Context: an optimization exercise on an open-source flow, tuned for small area and a short achievable clock period. The choices shown serve that exercise and are no tape-out recipe. Where RTL was checked, it was by simulation tests only, not by an equivalence proof against the original. Only the layout flow was run in runs 2 and 3; the RTL was not checked for function there.

==> design/flow/design.v <==
`timescale 1ns / 1ps
module iir(
    input clk,
    input rst_n,
    input [31:0] x,
    output reg [31:0] y
    );
parameter [31:0] a1 = 32'd4;
parameter [31:0] a2 = 32'd3;
parameter [31:0] b0 = 32'd6;
parameter [31:0] b1 = 32'd1;
parameter [31:0] b2 = 32'd2;
reg [31:0] xn1, xn2, yn1, yn2;
always @(posedge clk or negedge rst_n)
begin
    if(!rst_n)
    begin
        xn1 <= 32'd0;
        xn2 <= 32'd0;
        yn1 <= 32'd0;
        yn2 <= 32'd0;
        y <= 32'd0;
    end
    else
    begin
        xn2 <= xn1;
        xn1 <= x;
        yn2 <= yn1;
        y <= b0 * x + b1 * xn1 + b2 * xn2 - a1 * yn1 - a2 * yn2;
        yn1 <= b0 * x + b1 * xn1 + b2 * xn2 - a1 * yn1 - a2 * yn2;
    end
end
endmodule
==> design/flow/run.sh <==
#!/bin/bash
# synth_recipe.tcl (not shown) runs the flow's synth.tcl, then flattens the netlist and writes it again
# the make line also repeats each setting of config.mk as NAME=value (left out here)
make -C /OpenROAD-flow-scripts/flow DESIGN_CONFIG=/design/flow/config.mk WORK_HOME=/design/flow/orfs CLKGATE_MAP_FILE= SYNTH_SCRIPT=/design/flow/synth_recipe.tcl finish
==> design/flow/config.mk <==
export PLATFORM = sky130hd
export DESIGN_NAME = iir
export DESIGN_NICKNAME = iir
export VERILOG_FILES = /design/flow/design.v
export SDC_FILE = /design/flow/constraint.sdc
export NUM_CORES = 4
export LEC_CHECK = 0
export CAP_MARGIN = 20
export CORE_MARGIN = 2
export CORE_UTILIZATION = 40
export SLEW_MARGIN = 20
==> design/flow/constraint.sdc <==
create_clock -name core_clock -period 7.5 [get_ports {clk}]
set_input_delay 1.5000 -clock core_clock [delete_from_list [all_inputs] [get_ports {clk}]]
set_output_delay 1.5000 -clock core_clock [all_outputs]
set_load 0.01 [all_outputs]
==> results.cfg, run 1 <==
[outcome]
status = finished clean

[final_layout]
fillers = 2062
final_area_um2 = 11900
finalNetCount = 1253
drive_gt1_share_pct = 16.4
diodes = 0
stdcell_count = 1334
multi_input_area_um2 = 5410
ff_latch_area_um2 = 3180
syn_to_final_growth_pct = 27.4

[worst_setup_path]
rr_worst_depth = 17
reg2reg_from = y[15]
worstSetupPathType = in -> reg
endpoint_kind = flip-flop
worstPathMaxFanout = 3
crit_arrival_ns = 7.61
crit_start = x[10]
cp_data_required_time_ns = 7.85
start_kind = input port

[global_route]
grt_max_degree = 78
grt_first_pass_wirelength_um = 33800
grt_pass1_vias = 6782
antenna_found_initial = 0
overflow = 0
grt.total_usage_pct = 18.0

[die]
initial_core_util_pct = 41.0
die_w_um = 157
die_y_um = 157
core_um2 = 22700
core.rowCount = 55
dieArea_um2 = 24500
io_pins = 66

[worst_hold_path]
hp-start = xn1[29]
whs_path_depth = 0
min_path_type = reg -> reg

[yosys]
synth-adder-area-share_pct = 34.2
synth_edf_count = 0
ys_warn_count = 1
synthMuxAreaShare_pct = 0
synth_top_area_share_pct = 34.2
postSynth.asyncResetShare_pct = 100
syn_inst = 850
synth_most_common_cell = inv_1
yosysTopAreaCell = dfrtp_1
yosys-top-cells-count = inv_1 (229), dfrtp_1 (127), fa_1 (119), ha_1 (64), a21oi_1 (49)
ys_seq_elements = 127
synthDistinctLibCells = 52
syn_area_um2 = 9300
syn_area_per_cell_um2 = 10.9
synthSimpleGateAreaFrac_pct = 4.56
synthTopCellsByArea = dfrtp_1 (34%), fa_1 (26%), inv_1 (9.2%)
synth_compound_area_share_pct = 11.3
synth_top_family_by_area = adder cells
seq_area_frac_synth_pct = 34.2
synth_fp_nets = 1067
synth_xor_area_share_pct = 6.21
synthFlopType = dfrtp_1

[drt]
drc = 0
ant_nets = 0
num_vias = 6167
first_iter_violations = 289
wirelength_um = 19700
avgViaCountPerCell = 4.62
wire_per_inst_um = 14.8
dr.pass1.iters = 4

[place]
detailed_place_hpwl_um = 15800
gp_congestion = 0.850
port_buffers = 65
place_inst = 1284
place_area_um2 = 11000

[run]
maxCapViolCount = 0

[sta]
clock.fmax_mhz = 138
slew_headroom_pct = 52.0
setup_viol = 0
clock_skew_ns = 0.00715
final_max_slew_viol_count = 0
period_share_pct = 96.9
hold_viol = 0
worstMarginPinSlew_ns = 0.719
period_minus_slack_ns = 7.26
whs_ns = 0.372

[cts]
clkSlewWorstSetupHoldPaths_ns = 0.06
root_buffer = clkbuf_16
cts_tree = built
clock_latency_ns = 0.43
htree_levels = 4
hold_buffers = 0
cts_buffers = 17
clock_sinks = 127
clk_path_buf_depth = 2
==> through the flow <==
stage | setup TNS, ns | setup slack, ns | util, %
after floorplan | 0 | 0.181 | -
after global placement | -4.67 | -0.765 | 48.2
after detailed placement | -5.58 | -0.921 | 48.2
after CTS | 0 | 0.0675 | 51.4
after global routing | -0.00929 | -0.00929 | 52.2
final | 0 | 0.236 | 52.2
==> layer usage <==
metal	vias to the layer above	share of wire [%]	global-route usage (%)
met3	12	3.0	3.52
met1	3052	49	25.6
met2	72	48	28.9
met4	0	0.70	4.06
li1	3031	-	-
met5	-	0	0
==> logic make-up after synthesis <==
group	after synthesis
buffers and inverters	235
adders and majority gates	183
DFF	127
AOI/OAI and AO/OA	150
xor gates and xnor gates	66
and+or+nand+nor	89
==> sequential cells by signal, indices dropped and copies added, names as in the netlist <==
name,cells
xn1,32
xn2,31
y,32
yn2,32
==> path summary, 6_finish.rpt <==
kind                           end  slack [ns]
setup / recovery             y[31]        0.24
hold / removal             xn2[29]        0.37
setup reg to reg             y[31]        2.95
hold reg to reg            xn2[29]        0.37
max in group asynchronous  xn1[12]        5.41
min in group asynchronous  xn1[21]        1.01
==> what timing repair did <==
action,in CTS,in global routing
setup endpoints to repair,7,9
setup buffers,14,4
pin swaps,24,26
gates resized for setup,15,38
==> area by class of cell <==
type                    count  area share, %
multi-input cells         488           45.6
clock inverters            13           1.10
clock buffers              19           3.74
repair buffers            172           12.4
flip-flops and latches    127           26.8
inverters                 230           7.28
well taps                 285           3.01
==> cell usage in the layout, fill, tap and decap left out, types with 8 or more instances in the layout <==
master           Yosys  layout
inv_1              229     228
dfrtp_1            127     127
fa_1               119     118
buf_4                0     105
ha_1                64      59
clkdlybuf4s50_1      0      54
a21oi_1             49      46
xnor2_1             45      45
a21o_1              30      30
nor2_1              28      26
nand2_1             24      24
xor2_1              21      20
clkbuf_16            0      17
o21a_1              10      10
nand3_1             10      10
a211o_1              8       8
o21ai_0              9       8
==> worst max-delay path: stages <==
cell	delay, ns
clkdlybuf4s50_1	0.51
ha_1	0.35
and3_1	0.19
nand2_1	0.07
o32ai_2	0.33
nor2_2	0.09
o31ai_4	0.25
a21o_1	0.17
a21oi_1	0.07
xor2_1	0.23
fa_1	0.46
fa_1	0.47
fa_1	0.54
inv_1	0.04
ha_1	0.30
nand4_1	0.17
or4_4	0.57
a311oi_4	0.27
nor3_2	0.11
nor4b_2	0.27
buf_4	0.17
a21oi_2	0.07
a21oi_2	0.13
xnor2_1	0.14
xnor2_1	0.13
==> inputs of run 2 (changes only) <==
==> design/flow/design.v (replaced) <==
module iir(
    input clk,
    input rst_n,
    input [31:0] x,
    output reg [31:0] y
    );
reg [31:0] x1, p;
always @(posedge clk or negedge rst_n)
begin
    if (!rst_n)
    begin
        x1 <= 32'd0;
        p  <= 32'd0;
        y  <= 32'd0;
    end
    else
    begin
        x1 <= x;
        p  <= x + (x1 << 1) - 32'd3 * y;
        y  <= 32'd6 * x - (y << 2) + p;
    end
end
endmodule
==> results.cfg, run 2 <==
[worst_setup_path]
slowest_stage = clkdlybuf4s50_1
crit_path_frequent_cell = a21oi_1
cp.depth = 23
crit_arrival_ns = 7.05
critPathBufInv = 2
cp_top_family = compound AO/OA/AOI/OAI gates
max_stage_delay_ns = 0.51
rr_worst_depth = 13
crit_chain = clkdlybuf4s50_1, ha_1, fa_1, a21o_1, a21oi_1, o21ai_0, a211o_1, a21oi_1, o21bai_1, a21oi_1, xor2_1, fa_1, inv_1, ha_1, nand2_1, o21ai_0, a2111oi_0, nor2_1, o41ai_2, a21oi_1, a31oi_1, o21bai_1, xor2_1
cp_data_required_time_ns = 7.74
start_kind = input port
worstSetupPathType = in -> reg
endpoint_kind = flip-flop
worstPathMaxFanout = 7

[sta]
slew_headroom_pct = 43.4
worst_slack_ns = 0.685
fin_setup_tns_ns = 0
hold_viol = 0
clock.fmax_mhz = 147
rsz0062_at_grt = no
whs_ns = 0.349
final_max_slew_viol_count = 0
clock_skew_ns = 0.00851
worstMarginPinSlew_ns = 0.849
period_minus_slack_ns = 6.82
period_share_pct = 90.9
setup_viol = 0

[die]
initial_core_util_pct = 41.1
dieArea_um2 = 23800
core.rowCount = 54
die_y_um = 154
core_um2 = 22000
die_w_um = 154
io_pins = 66

[drt]
drc = 0
wire_per_inst_um = 16.3
dr.pass1.iters = 5
num_vias = 6535
ant_nets = 0
wirelength_um = 20500
first_iter_violations = 334
avgViaCountPerCell = 5.20

[yosys]
synth_top_area_share_pct = 26.3
synthFlopType = dfrtp_1
ys_seq_elements = 95
syn_inst = 900
synthTopCellsByArea = dfrtp_1 (26%), fa_1 (20%), ha_1 (13%)
ys_warn_count = 1
postSynth.asyncResetShare_pct = 100
yosysTopAreaCell = dfrtp_1
seq_area_frac_synth_pct = 26.3
synth_edf_count = 0
syn_area_per_cell_um2 = 10.0
syn_area_um2 = 9030
yosys-top-cells-count = inv_1 (135), dfrtp_1 (95), ha_1 (94), fa_1 (90), a21oi_1 (63)
synth_most_common_cell = inv_1
synthDistinctLibCells = 64
synth_fp_nets = 1118

[global_route]
overflow = 0
grt_max_degree = 63
antenna_found_initial = 0
grt_pass1_vias = 6906
grt_first_pass_wirelength_um = 35200
grt.total_usage_pct = 18.5

[cts]
htree_levels = 3
clk_path_buf_depth = 2
cts_buffers = 9
cts_setup_buffers = 0
clock_sinks = 95
cts_tree = built
ctsResizeCount = 0
clkSlewWorstSetupHoldPaths_ns = 0.07
clock_latency_ns = 0.35
hold_buffers = 0
root_buffer = clkbuf_16

[final_layout]
layout_common_cells = inv_1 (135), dfrtp_1 (95), ha_1 (94)
drive_gt1_share_pct = 3.18
fillers = 2090
syn_to_final_growth_pct = 14.2
ff_latch_area_um2 = 2380
largestRegisters = p x32, y x32, x1 x31
final_area_um2 = 10300
finalNetCount = 1192
final_common_cell = inv_1
diodes = 0
multi_input_area_um2 = 6120

[worst_hold_path]
whs_path_depth = 0
min_path_type = reg -> reg

[run]
maxCapViolCount = 0

[place]
place_area_um2 = 10000
detailed_place_hpwl_um = 16700
gp_congestion = 0.851
port_buffers = 65
place_worst_setup_slack_ns = 0.203

[outcome]
status = finished clean
## run 2: area by class of cell
cell class	instances	share of cell area, %
inverters	135	4.92
repair buffers	69	6.58
flip-flops and latches	95	23.1
well taps	280	3.40
clock inverters	2	0.340
multi-input cells	664	59.4
clock buffers	11	2.26
## run 2: through the flow
step,cells,util [%]
after floorplan,900,-
after global placement,1243,45.7
after detailed placement,1243,45.7
after CTS,1256,46.9
after global routing,1256,46.9
final,1256,46.9
## run 2: routing by layer
metal  up-vias  GRT usage (%)  share of wire [%]
li1       3222              -                  -
met1      3180           26.4                 49
met2       106           29.6                 46
met3        27           2.55                3.3
met4         0           5.43                1.6
met5         -              0                  0
## run 2: cells by family (layout without fill, tap and decap cells)
family / count (synthesis) / count (layout) / synth area share (%)
AOI/OAI and AO/OA: 237 / 237 / 17.9
adders and majority gates: 184 / 184 / 33.0
and+or+nand+nor: 152 / 152 / 8.08
buffers and inverters: 141 / 217 / 5.90
DFF: 95 / 95 / 26.3
xor gates and xnor gates: 90 / 90 / 8.73
muxes: 1 / 1 / 0.111
## run 2: worst paths after layout
kind	start	endpoint	slack, ns
max	x[1]	y[30]	0.68
max reg2reg	y[2]	p[30]	2.78
max in group asynchronous	rst_n	x1[28]	5.17
min in group asynchronous	rst_n	x1[11]	1.11
min	p[0]	y[0]	0.35
min reg2reg	p[0]	y[0]	0.35
## run 2: worst reg2reg max path, delay by kind of cell, from the launching register on
family                   cells  cell delay (ns)
buffers and inverters        1             0.19
adder cells (fa/ha/maj)      3             1.32
XOR/XNOR                     1             0.16
flip-flops                   1             0.41
AO/OA/AOI/OAI                8             2.53
==> inputs of run 3 (changes only) <==
--- a/design/flow/config.mk
+++ b/design/flow/config.mk
@@ -7,2 +7,3 @@
 export LEC_CHECK = 0
+export ABC_CLOCK_PERIOD_IN_PS = 2500
 export CAP_MARGIN = 20
==> results.cfg, run 3 <==
[die]
core_um2 = 22000
die_w_um = 154
core.rowCount = 54
initial_core_util_pct = 41.1
io_pins = 66
dieArea_um2 = 23800
die_y_um = 154

[final_layout]
fillers = 2090
largestRegisters = p x32, y x32, x1 x31
layout_common_cells = inv_1 (135), dfrtp_1 (95), ha_1 (94)
finalNetCount = 1192
final_common_cell = inv_1
ff_latch_area_um2 = 2380
syn_to_final_growth_pct = 14.2
diodes = 0
multi_input_area_um2 = 6120
drive_gt1_share_pct = 3.18
stdcell_count = 1256

[sta]
setup_viol = 0
clock.fmax_mhz = 147
hold_viol = 0
period_minus_slack_ns = 6.82
worstMarginPinSlew_ns = 0.849
fin_setup_tns_ns = 0
slew_headroom_pct = 43.4
final_max_slew_viol_count = 0
rsz0062_at_grt = no
clock_skew_ns = 0.00851
period_share_pct = 90.9

[yosys]
synth_most_common_cell = inv_1
synth_compound_area_share_pct = 17.9
syn_area_um2 = 9030
synth_top_area_share_pct = 26.3
yosys-top-cells-count = inv_1 (135), dfrtp_1 (95), ha_1 (94), fa_1 (90), a21oi_1 (63)
seq_area_frac_synth_pct = 26.3
synthFlopType = dfrtp_1
ys_warn_count = 1
ys_seq_elements = 95
synth_edf_count = 0
syn_inst = 900
synthDistinctLibCells = 64
synthMuxAreaShare_pct = 0.111
postSynth.asyncResetShare_pct = 100
yosysTopAreaCell = dfrtp_1
syn_area_per_cell_um2 = 10.0
synth_fp_nets = 1118
synth-adder-area-share_pct = 33.0
synth_xor_area_share_pct = 8.73
synth_top_family_by_area = adder cells
synthSimpleGateAreaFrac_pct = 8.08
synthTopCellsByArea = dfrtp_1 (26%), fa_1 (20%), ha_1 (13%)

[worst_setup_path]
max_stage_delay_ns = 0.51
crit_path_frequent_cell = a21oi_1
crit_start = x[1]
crit_end = y[30]
worstPathMaxFanout = 7
worstReg2RegEnd = p[30]
worstSetupPathType = in -> reg
critPathBufInv = 2
endpoint_kind = flip-flop
reg2reg_from = y[2]
crit_arrival_ns = 7.05
reg2reg_setup_slack_ns = 2.78
rr_worst_depth = 13
crit_chain = clkdlybuf4s50_1, ha_1, fa_1, a21o_1, a21oi_1, o21ai_0, a211o_1, a21oi_1, o21bai_1, a21oi_1, xor2_1, fa_1, inv_1, ha_1, nand2_1, o21ai_0, a2111oi_0, nor2_1, o41ai_2, a21oi_1, a31oi_1, o21bai_1, xor2_1
cp.depth = 23
start_kind = input port
cp_data_required_time_ns = 7.74
cp_top_family = compound AO/OA/AOI/OAI gates
slowest_stage = clkdlybuf4s50_1

[cts]
cts_buffers = 9
htree_levels = 3
ctsResizeCount = 0
clock_sinks = 95
root_buffer = clkbuf_16
cts_tree = built
cts_setup_buffers = 0
clock_latency_ns = 0.35
hold_buffers = 0
clkSlewWorstSetupHoldPaths_ns = 0.07
clk_path_buf_depth = 2

[drt]
drc = 0
first_iter_violations = 334
dr.pass1.iters = 5
wire_per_inst_um = 16.3
avgViaCountPerCell = 5.20
wirelength_um = 20500
ant_nets = 0
num_vias = 6535

[place]
port_buffers = 65
gp_congestion = 0.851
place_inst = 1243
detailed_place_hpwl_um = 16700

[worst_hold_path]
whs_path_depth = 0
hp-start = p[0]
min_path_type = reg -> reg

[global_route]
grt_pass1_vias = 6906
grt.total_usage_pct = 18.5
grt_max_degree = 63
antenna_found_initial = 0
grt_first_pass_wirelength_um = 35200
overflow = 0

[run]
maxCapViolCount = 0

[outcome]
status = finished clean
## run 3: cell counts in the layout (fill, tap and decap cells not counted)
Identical to the previous run, type by type.
## run 3: final cells by class
type / count / share of cell area [%]
multi-input combinational: 664 / 59.4
sequential: 95 / 23.1
timing repair buffer: 69 / 6.58
inverter: 135 / 4.92
tap: 280 / 3.40
clock buffer: 11 / 2.26
clock inverter: 2 / 0.340
## run 3: how the worst min path moves through the flow
stage	end	slack [ns]
after floorplan	y[0]	0.33
after global placement	y[0]	0.33
after detailed placement	y[0]	0.33
after CTS	y[0]	0.35
after global routing	y[0]	0.36
final	y[0]	0.35
## run 3: kinds of logic after synthesis
family	count (synthesis)
DFF	95
and+or+nand+nor	152
AOI/OAI and AO/OA	237
buffers and inverters	141
muxes	1
adders and majority gates	184
xor gates and xnor gates	90
## run 3: per-layer routing
layer,track usage (%),up-vias,wire length [um],part of all wire [%]
li1,-,3222,-,-
met1,26.4,3180,10000,49
met2,29.6,106,9450,46
met3,2.55,27,667,3.3
met4,5.43,0,332,1.6
met5,0,-,0,0
## run 3: through the flow
step / utilization [%] / hold WS [ns] / area [um^2] / worst slack (ns)
6_report: 46.9 / 0.349 / 10300 / 0.685
5_1_grt: 46.9 / 0.357 / 10300 / 0.0751
4_1_cts: 46.9 / 0.350 / 10300 / 0.579
2_1_floorplan: - / 0.331 / 9030 / 1.35
3_3_place_gp: 45.7 / 0.333 / 10000 / 0.302
3_5_place_dp: 45.7 / 0.335 / 10000 / 0.203

==> afterwards: timing with drivers on the ports <==
No port has a modelled driver above. Below, the same layouts with a new extraction and two added sets of constraints. Step 1 sets driving cells, clkbuf_16 on the clock port and buf_2 on the other inputs (assumed; they add their load-dependent delay and slew). Step 2, shift: input delay + t, output delay - t, t = (earliest + latest rising clock arrival at the registers) / 2. This alone moves slack from input paths to output paths. a / b / c = no drivers / after step 1 / after step 2; a / b = the first two.
run | t (ns) | slack for setup (ns) | latest minus earliest clock arrival (ns) | worst slew at a driven data input, ns
run 1 | 0.470 | 0.236 / 0.257 / -0.213 | 0.008 / 0.007 | 0.04
run 2 | 0.393 | 0.685 / 0.711 / 0.319 | 0.008 / 0.009 | 0.03
run 3 | 0.393 | 0.685 / 0.711 / 0.319 | 0.008 / 0.009 | 0.03
Met with ideal ports but missed after step 2: setup timing in run 1. The setup slack of run 1, which loses most, moves by +0.021 ns with the drivers and by -0.449 ns with both steps.
